Source: an optimization exercise on an open RTL-to-GDS flow (aim: small area). Production flows keep margins and buffers that such runs may drop. Only simulation tests tie the RTL to the original design; equivalence was not proved. Power figures rest on the tool's default switching activity, not on a simulated workload.

## all_mod
module all_mod(
input clk, rst, wr, rd,
input rx,
input [2:0] addr,
input [7:0] din,
output tx,
output [7:0] dout
    );
clock: 10.0 ns
lec_check: 0
cap_margin: 20
core_margin: 2
core_utilization: 65
place_density: 0.8
slew_margin: 20
synth_hierarchical: 1
synth_minimum_keep_size: 0
standard.sh (not shown) runs the stock make flow with config.mk's settings and CLKGATE_MAP_FILE= SYNTH_SCRIPT=/design/flow/synth_recipe.tcl, a recipe that flattens the netlist after the stock synthesis.
==> flow/flow/run.sh <==
#!/bin/bash
set -euo pipefail
export CTS_ARGS="-sink_clustering_enable -repair_clock_nets -dont_use_dummy_load -buf_list sky130_fd_sc_hd__clkbuf_8 -sink_clustering_size 16 -sink_clustering_max_diameter 50"
export BUFFER_PORTS_ARGS="-buffer_cell sky130_fd_sc_hd__buf_1"
bash standard.sh > flow.log 2>&1
The starting point produced a clean layout.
Rerun with:
==> flow/flow/run.sh (replaced) <==
#!/bin/bash
set -euo pipefail
scr=$PWD/scripts_abc_area
rm -rf "$scr"
cp -r "$FLOW_HOME/scripts" "$scr"
cp flow/abc_area.script "$scr/abc_speed.script"
bash standard.sh SCRIPTS_DIR="$scr" synth > flow_synth.log 2>&1
export CTS_ARGS="-sink_clustering_enable -repair_clock_nets -dont_use_dummy_load -buf_list sky130_fd_sc_hd__clkbuf_8 -sink_clustering_size 18 -sink_clustering_max_diameter 50"
export BUFFER_PORTS_ARGS="-buffer_cell sky130_fd_sc_hd__buf_1"
bash standard.sh > flow.log 2>&1
==> flow/flow/abc_area.script (new file) <==
&get -n
&st
&dc2
&dch -f
&nf -a
&st
&dc2
&dch -f
&nf -a
&put
Outcome: Non-clock buffer count is lower by 2; die area decreases by a few percent; first-iteration DRC count shrinks by a little under a tenth; total power falls slightly; sequential power is about the same; routed wire length is lower slightly; via count is lower slightly; hold slack barely changes; setup slack is worse by 0.90 ns; global-route usage is higher by 0.79 points.
Rerun with:
--- a/flow/flow/run.sh
+++ b/flow/flow/run.sh
@@ -8 +8 @@
-export CTS_ARGS="-sink_clustering_enable -repair_clock_nets -dont_use_dummy_load -buf_list sky130_fd_sc_hd__clkbuf_8 -sink_clustering_size 18 -sink_clustering_max_diameter 50"
+export CTS_ARGS="-sink_clustering_enable -repair_clock_nets -dont_use_dummy_load -buf_list sky130_fd_sc_hd__clkbuf_8 -sink_clustering_size 20 -sink_clustering_max_diameter 100"
=>
- critical path depth stays the same
- setup slack improved by 0.093 ns
- final area decreases slightly
- via count decreases slightly
- final cell count decreases slightly
- routed wire length decreases slightly
Rerun with:
--- a/flow/flow/run.sh
+++ b/flow/flow/run.sh
@@ -8 +8 @@
-export CTS_ARGS="-sink_clustering_enable -repair_clock_nets -dont_use_dummy_load -buf_list sky130_fd_sc_hd__clkbuf_8 -sink_clustering_size 20 -sink_clustering_max_diameter 100"
+export CTS_ARGS="-sink_clustering_enable -repair_clock_nets -dont_use_dummy_load -buf_list sky130_fd_sc_hd__clkbuf_16 -sink_clustering_size 30 -sink_clustering_max_diameter 60"
- The changed run completed with no timing, DRC or antenna violations
- via count grows by 1.8%
- total power grows by 8.7%
- clock skew is about the same
- non-clock buffer count stays the same
- global-route usage grows by 0.16 points
- cell count stays flat
- setup slack gets worse by 0.071 ns
- first-iteration DRC count grows by 14%
- count of clock-buffer cells in the layout grows by 1
- die area does not change
- register-to-register slack is about the same


## onyx
Another version of the RTL of all_mod (not shown whole).
Size: ~1000 cells after synthesis, about 390 flip-flops, about 25 I/O pins, roughly 0.015 mm2 of cells after synthesis.
Settings: LEC_CHECK=0, CAP_MARGIN=20, CORE_MARGIN=2, CORE_UTILIZATION=65, PLACE_DENSITY=0.8, SLEW_MARGIN=20, SYNTH_HIERARCHICAL=1, SYNTH_MINIMUM_KEEP_SIZE=0; clock period 10.0 ns.
==> flow/flow/run.sh <==
#!/bin/bash
set -euo pipefail
scr=$PWD/scripts_abc_area
rm -rf "$scr"
cp -r "$FLOW_HOME/scripts" "$scr"
cp flow/abc_area.script "$scr/abc_speed.script"
bash standard.sh SCRIPTS_DIR="$scr" synth > flow_synth.log 2>&1
export CTS_ARGS="-sink_clustering_enable -repair_clock_nets -dont_use_dummy_load -buf_list sky130_fd_sc_hd__clkbuf_8 -sink_clustering_size 19 -sink_clustering_max_diameter 90"
export BUFFER_PORTS_ARGS="-buffer_cell sky130_fd_sc_hd__buf_1"
bash standard.sh > flow.log 2>&1
==> flow/flow/abc_area.script <==
&get -n
&st
&dc2
&dch -f
&nf -a
&st
&dc2
&dch -f
&nf -a
&put
onyx: done, clean on timing, DRC and antenna
Input changes introduced in violet (baseline for comparison: onyx):
==> flow/config.mk <==
export PLATFORM = sky130hd
export DESIGN_NAME = all_mod
export DESIGN_NICKNAME = all_mod
export VERILOG_FILES = /design/flow/design.v
export SDC_FILE = /design/flow/constraint.sdc
export NUM_CORES = 4
export LEC_CHECK = 0
export CAP_MARGIN = 5
export CORE_MARGIN = 2
export CORE_UTILIZATION = 65
export PLACE_DENSITY = 0.8
export SLEW_MARGIN = 5
export SYNTH_HIERARCHICAL = 1
export SYNTH_MINIMUM_KEEP_SIZE = 0
Results
- From onyx to violet the numbers moved as follows: vias after detailed routing level; post-synthesis to final-layout area growth level; well-tap cell count level; setup slack level.
- On clock latency reported for the late side of the worst-skew pair, violet tracks onyx almost exactly.
- The required time of the critical path on onyx is in line with that on violet.
- Diff onyx -> violet: critical path depth ~0 delta, count of unresolved DRC violations after routing ~0 delta.
- Net switching component of the power came out exactly the same in onyx and violet.
- From violet to onyx, overall power consumption did not move at all.
diff inputs: violet => ember
==> flow/config.mk <==
export PLATFORM = sky130hd
export DESIGN_NAME = all_mod
export DESIGN_NICKNAME = all_mod
export VERILOG_FILES = /design/flow/design.v
export SDC_FILE = /design/flow/constraint.sdc
export NUM_CORES = 4
export LEC_CHECK = 0
export CAP_MARGIN = 20
export CORE_MARGIN = 2
export CORE_UTILIZATION = 75
export PLACE_DENSITY = 0.9
export SLEW_MARGIN = 20
export SYNTH_HIERARCHICAL = 1
export SYNTH_MINIMUM_KEEP_SIZE = 0
Notes after the runs:
On minimum setup slack among reg-to-reg paths, violet and ember are neck and neck.
Sequential share of power: ember vs violet — no meaningful difference
Of violet and ember, the run reporting the lower maximum vdd ir drop was violet.
What ember reported for number of tapcells has to be multiplied by 1.18 to get the figure for violet.

[port drivers added, routing unchanged]
In the flow no input, the clock included, has a driving cell. The finished layouts below were timed again as built, in two steps. Step 1 sets driving cells, clkbuf_16 on the clock port and buf_2 on the other inputs (assumed; they add their load-dependent delay and slew). Step 2 adds t to the input delays and takes it off the output delays; t is the mean of the earliest and latest rising clock arrival at the registers after step 1. Input paths then give back, and output paths get back, about the clock's delay inside the block. a / b / c = no drivers / after step 1 / after step 2; a / b = the first two.
run | t, ns | slack for setup (ns) | latest minus earliest clock arrival (ns) | worst slew at a driven data input, ns
the first run of note 1 | 0.579 | 5.565 / 5.584 / 5.006 | 0.069 / 0.069 | 0.03
the second run of note 1 | 0.570 | 4.670 / 4.694 / 4.124 | 0.079 / 0.078 | 0.05
the third run of note 1 | 0.604 | 4.763 / 4.786 / 4.182 | 0.058 / 0.058 | 0.05
the fourth run of note 1 | 0.577 | 4.692 / 4.719 / 4.143 | 0.058 / 0.057 | 0.05
onyx | 0.598 | 5.730 / 5.753 / 5.155 | 0.050 / 0.050 | 0.04
violet | 0.598 | 5.730 / 5.753 / 5.155 | 0.050 / 0.050 | 0.04
ember | 0.611 | 5.776 / 5.793 / 5.182 | 0.059 / 0.058 | 0.04
After both steps every run listed still meets setup and hold. For ember, which loses most, drivers alone change the setup slack by +0.017 ns; drivers and shift together by -0.594 ns.
